Context: an optimization exercise on an open-source flow, tuned for small area, a short achievable clock period and few clock cycles. The choices shown serve that exercise and are no tape-out recipe. RTL that was checked went through simulation tests only; none was proved equivalent to the original. Power figures rest on the tool's default switching activity, not on a simulated workload.

==> flow/design.v (excerpt) <==
module systol_new1(read_select, result, finish, start, read_data, clk, rst, we, ws);
Size: about 610 cells after synthesis, roughly 0.0075 mm2 of cells after synthesis.
clock: 7.0 ns
lec_check: 0
cap_margin: 20
core_margin: 2
core_utilization: 40
setup_slack_margin: 4.4
slew_margin: 20
standard.sh (not shown) runs the stock make flow with config.mk's settings and CLKGATE_MAP_FILE= SYNTH_SCRIPT=/design/flow/synth_recipe.tcl, a recipe that flattens the netlist after the stock synthesis.
==> flow/flow/run.sh <==
#!/bin/bash
# Layout flow: the standard flow (standard synthesis unchanged), with
#  - port buffers made from buf_1 cells instead of the default delay buffers,
#  - clock tree from clkbuf_16 in clusters of up to 28 sinks, without
#    dummy loads.
# Each tool's full output stays in the ORFS logs folder; the make output is
# kept in flow_make.log here.
set -euo pipefail
bash standard.sh \
  "BUFFER_PORTS_ARGS=-buffer_cell sky130_fd_sc_hd__buf_1" \
  "CTS_ARGS=-sink_clustering_enable -repair_clock_nets -buf_list sky130_fd_sc_hd__clkbuf_16 -sink_clustering_size 28 -sink_clustering_max_diameter 300 -dont_use_dummy_load" \
  finish > flow_make.log 2>&1
Next try:
--- a/flow/design.v
+++ b/flow/design.v
@@ -24,21 +24,21 @@
 reg [2:0] k;                      
 reg [5:0] c;                      
 reg [2:0] s;                      
 reg [11:0] ra;                    
 reg [7:0] sr [0:L-1];
 reg [9:0] h0, h1;
 reg [11:0] u;
 reg [7:0] result_r;
 reg [11:0] ws_r;
 reg we_r, finish_r;
-wire last_k = (k == D - 1);
+reg last_k;                       
 reg strip_end;                    
 reg fin_q;                        
 wire fin = fin_q;
 wire [11:0] kra = !last_k ? K_ROW : strip_end ? K_STRIP : K_COL;
 	wire ar_p0 = ra[0] ^ kra[0];
 	wire ar_g0 = ra[0] & kra[0];
 	wire ar_p1 = ra[1] ^ kra[1];
 	wire ar_g1 = ra[1] & kra[1];
 	wire ar_p2 = ra[2] ^ kra[2];
 	wire ar_g2 = ra[2] & kra[2];
@@ -181,26 +181,28 @@
 wire wr_i = !slot_a && !slot_b && (same_col ? !(nc0 && ns0) : !(ns0 && (nc0 || nc1)));
 reg wen_q;
 reg [1:0] rsel_q;                 
 reg [2:0] osel_q;
 always @(posedge clk)
 begin
 	if (rst)
 	begin
 		wen_q <= 0;
 		fin_q <= 0;
+		last_k <= 0;
 		strip_end <= 0;
 	end
 	else
 	begin
 		wen_q <= busy && !fin && (wr_a || wr_b || wr_i);
 		fin_q <= busy && !fin && (k_adv == 3'd2) && (c_adv == 6'd51);
+		last_k <= run && (k_adv == D - 1);
 		strip_end <= run && (k_adv == D - 1) && (c_adv == 6'd49) && (s_adv != NS - 1);
 	end
 	rsel_q <= slot_a ? 2'd1 : slot_b ? 2'd2 : (cx0 | cx1 | cx50) ? 2'd3 : 2'd0;
 	osel_q <= slot_a ? 3'd0 : slot_b ? 3'd1 :
 	          same_col ? (cx0 ? 3'd2 : 3'd3) :
 	          nc0 ? 3'd4 : cx0 ? 3'd4 : 3'd5;
 end
 reg [11:0] off;
 always @*
 	case (osel_q)
Count of clock-buffer cells in the layout is unchanged; worst setup slack gains 0.14 ns; design area falls by a few percent; clock skew is about the same; maximum frequency rises by a few percent; sequential power barely changes; worst hold slack loses 0.0042 ns; total power rises slightly; die area falls slightly; sequential share of layout area rises by 1.4 points; final cell count falls slightly; register-to-register slack gains 0.15 ns.
Testbench counts after the change, summed over its fixed seeds: cycles 77,088.
Only the layout flow was run in the first run of this note; the RTL was not checked for function there.

---

## the previous run
RTL: one of the versions met above, not the one the previous note started from.
Size in the first run: about 610 cells after synthesis, about 220 flip-flops, ~7500 µm² of cells after synthesis.
clock: 7.0 ns
lec_check: 0
cap_margin: 20
core_margin: 2
core_utilization: 40
setup_slack_margin: 4.4
slew_margin: 20
==> flow/flow/run.sh <==
#!/bin/bash
# Layout flow: the standard flow (standard synthesis unchanged), with
#  - port buffers made from buf_1 cells instead of the default delay buffers,
#  - clock tree from clkbuf_8 in clusters of up to 20 sinks, without
#    dummy loads.
# Each tool's full output stays in the ORFS logs folder; the make output is
# kept in flow_make.log here.
set -euo pipefail
bash standard.sh \
  "BUFFER_PORTS_ARGS=-buffer_cell sky130_fd_sc_hd__buf_1" \
  "CTS_ARGS=-sink_clustering_enable -repair_clock_nets -buf_list sky130_fd_sc_hd__clkbuf_8 -sink_clustering_size 20 -sink_clustering_max_diameter 300 -dont_use_dummy_load" \
  finish > flow_make.log 2>&1
The final layout from the previous run, which completed every stage, passed the timing, DRC and antenna checks at the end of the flow.
Testbench counts of the previous run, summed over its fixed seeds: cycles 77,088.
Input-level comparison between the current run and the previous run:
--- a/flow/design.v
+++ b/flow/design.v
@@ -2,26 +2,26 @@
 module systol_new1(read_select, result, finish, start, read_data, clk, rst, we, ws);
 input start, clk, rst;
 input [7:0] read_data;
 output [13:0] read_select;
 output [7:0] result;
 output finish;
 output we;
 output [13:0] ws;
 localparam H  = 6;                
 localparam D  = H + 2;            
 localparam NS = 48 / H;           
 localparam L  = 2 * D + 1;        
-localparam [11:0] OFF_ROW0 = -12'd150;                        
-localparam [11:0] OFF_ROW49 = 12'd50 * (D - 5) - 12'd1;       
+localparam [11:0] OFF_ROW0 = -12'd200;                        
+localparam [11:0] OFF_ROW49 = 12'd50 * (D - 4) - 12'd1;       
 localparam [11:0] OFF_SAME = -12'd201;                        
 localparam [11:0] OFF_NEXT = 12'd50 * (D - 4) - 12'd2;        
 localparam [11:0] OFF_XS = -12'd52;                           
 localparam [11:0] OFF_SAME49 = -12'd201 + 12'd50 - 12'd50 * H;  
 localparam [11:0] K_ROW = 12'd50;                             
 localparam [11:0] K_COL = -12'd50 * (D - 1) + 12'd1;          
 localparam [11:0] K_STRIP = -12'd99;                          
 reg busy;
 reg [2:0] k;                      
 reg [5:0] c;                      
 reg [2:0] s;                      
 reg [11:0] ra;                    
@@ -165,49 +165,49 @@
 		c <= c_nx;
 		s <= s_nx;
 		ra <= ra_nx;
 	end
 end
 wire same_col = (k_adv >= 3'd5);
 wire nc0 = (c_adv == 6'd0);
 wire nc1 = (c_adv == 6'd1);
 wire ns0 = (s_adv == 3'd0);
 wire cx0  = same_col ? nc0 : nc1;
 wire cx1  = same_col ? nc1 : (c_adv == 6'd2);
 wire cx50 = same_col ? (c_adv == 6'd50) : (c_adv == 6'd51);
-wire slot_a = (k_adv == 3'd3);
-wire slot_b = (k_adv == 3'd4);
-wire wr_a = slot_a && ns0 && (c_adv <= 6'd49);
-wire wr_b = slot_b && (s_adv == NS - 1) && !nc0 && (c_adv <= 6'd50);
+wire slot_a = (k_adv == 3'd4);   
+wire slot_b = (k_adv == 3'd3);   
+wire wr_a = slot_a && ns0;
+wire wr_b = slot_b && (s_adv == NS - 1) && !nc0;
 wire wr_i = !slot_a && !slot_b && (same_col ? !(nc0 && ns0) : !(ns0 && (nc0 || nc1)));
 reg wen_q;
 reg [1:0] rsel_q;                 
 reg [2:0] osel_q;
 always @(posedge clk)
 begin
 	if (rst)
 	begin
 		wen_q <= 0;
 		fin_q <= 0;
 		last_k <= 0;
 		strip_end <= 0;
 	end
 	else
 	begin
 		wen_q <= busy && !fin && (wr_a || wr_b || wr_i);
 		fin_q <= busy && !fin && (k_adv == 3'd2) && (c_adv == 6'd51);
 		last_k <= run && (k_adv == D - 1);
 		strip_end <= run && (k_adv == D - 1) && (c_adv == 6'd49) && (s_adv != NS - 1);
 	end
-	rsel_q <= slot_a ? 2'd1 : slot_b ? 2'd2 : (cx0 | cx1 | cx50) ? 2'd3 : 2'd0;
+	rsel_q <= (slot_a | slot_b) ? 2'd1 : (cx0 | cx1 | cx50) ? 2'd3 : 2'd0;
 	osel_q <= slot_a ? 3'd0 : slot_b ? 3'd1 :
 	          same_col ? (cx0 ? 3'd2 : 3'd3) :
 	          nc0 ? 3'd4 : cx0 ? 3'd4 : 3'd5;
 end
 reg [11:0] off;
 always @*
 	case (osel_q)
 	3'd0: off = OFF_ROW0;
 	3'd1: off = OFF_ROW49;
 	3'd2: off = OFF_SAME49;
 	3'd3: off = OFF_SAME;
 	3'd4: off = OFF_XS;
@@ -517,25 +517,25 @@
 	assign vsum[0] = av_p0;
 	assign vsum[1] = av_p1 ^ av_g0;
 	assign vsum[2] = av_p2 ^ av_G0;
 	assign vsum[3] = av_p3 ^ av_G13;
 	assign vsum[4] = av_p4 ^ av_G6;
 	assign vsum[5] = av_p5 ^ av_G14;
 	assign vsum[6] = av_p6 ^ av_G11;
 	assign vsum[7] = av_p7 ^ av_G15;
 	assign vsum[8] = av_p8 ^ av_G9;
 	assign vsum[9] = av_p9 ^ av_G16;
 	assign vsum[10] = av_p10 ^ av_G12;
 	assign vsum[11] = av_p11 ^ av_G17;
-wire [7:0] pix = (rsel_q == 2'd1) ? sr[1] : (rsel_q == 2'd2) ? sr[3] : sr[D+2];
+wire [7:0] pix = rsel_q[1] ? sr[D+2] : sr[2];
 integer i;
 always @(posedge clk)
 begin
 	sr[0] <= read_data;
 	for (i = 1; i < L; i = i + 1)
 		sr[i] <= sr[i-1];
 	h0 <= h_sum;
 	h1 <= h0;
 	u <= u_sum;
 end
 always @(posedge clk)
 begin
Notes after the runs:
- Compared the current run vs the previous run, and critical path data required time is up in the current run.
- Comparing the two runs side by side, the current run comes out behind the previous run on hold slack.
- Wire: the current run routes more than the previous run
- The number of antenna cells inserted on the current run is in line with that on the previous run.
- Per the comparison of the current run with the previous run, design area has remained practically unchanged, fraction of area in multi-input gates has increased, upper clock frequency limit has decreased.
For the current run, only the layout was checked, not whether the RTL still works.

-- afterwards: timing with drivers on the ports --
Ports are ideal in the flow. The routed layouts listed here were re-timed in OpenROAD. Step 1, drivers: a clkbuf_16 drives clk and a buf_2 each remaining input, both assumed. Step 2 moves the port delays by t, midway between the first and last clock arrival at a register: inputs arrive t later, outputs are due t later. That takes back most of the time a late clock gives input paths. a / b / c = ideal ports / drivers / drivers and shift; a / b = the first two.
| run | t (ns) | setup WS [ns] | worst setup path after step 2 | clock arrival spread, ns | worst slew at a driven data input, ns |
|---|---|---|---|---|---|
| the first run of note 1 | 0.490 | 4.385 / 4.385 / 4.378 | input to register | 0.014 / 0.014 | 0.03 |
| the second run of note 1 | 0.489 | 4.528 / 4.486 / 4.204 | input to register | 0.017 / 0.017 | 0.03 |
| the previous run | 0.489 | 4.513 / 4.477 / 4.220 | input to register | 0.075 / 0.075 | 0.03 |
| the current run | 0.504 | 4.450 / 4.446 / 4.133 | input to register | 0.098 / 0.097 | 0.04 |
After both steps setup and hold are still met in every run listed. The setup slack of the second run of note 1, which loses most, moves by -0.042 ns with the drivers and by -0.324 ns with both steps.
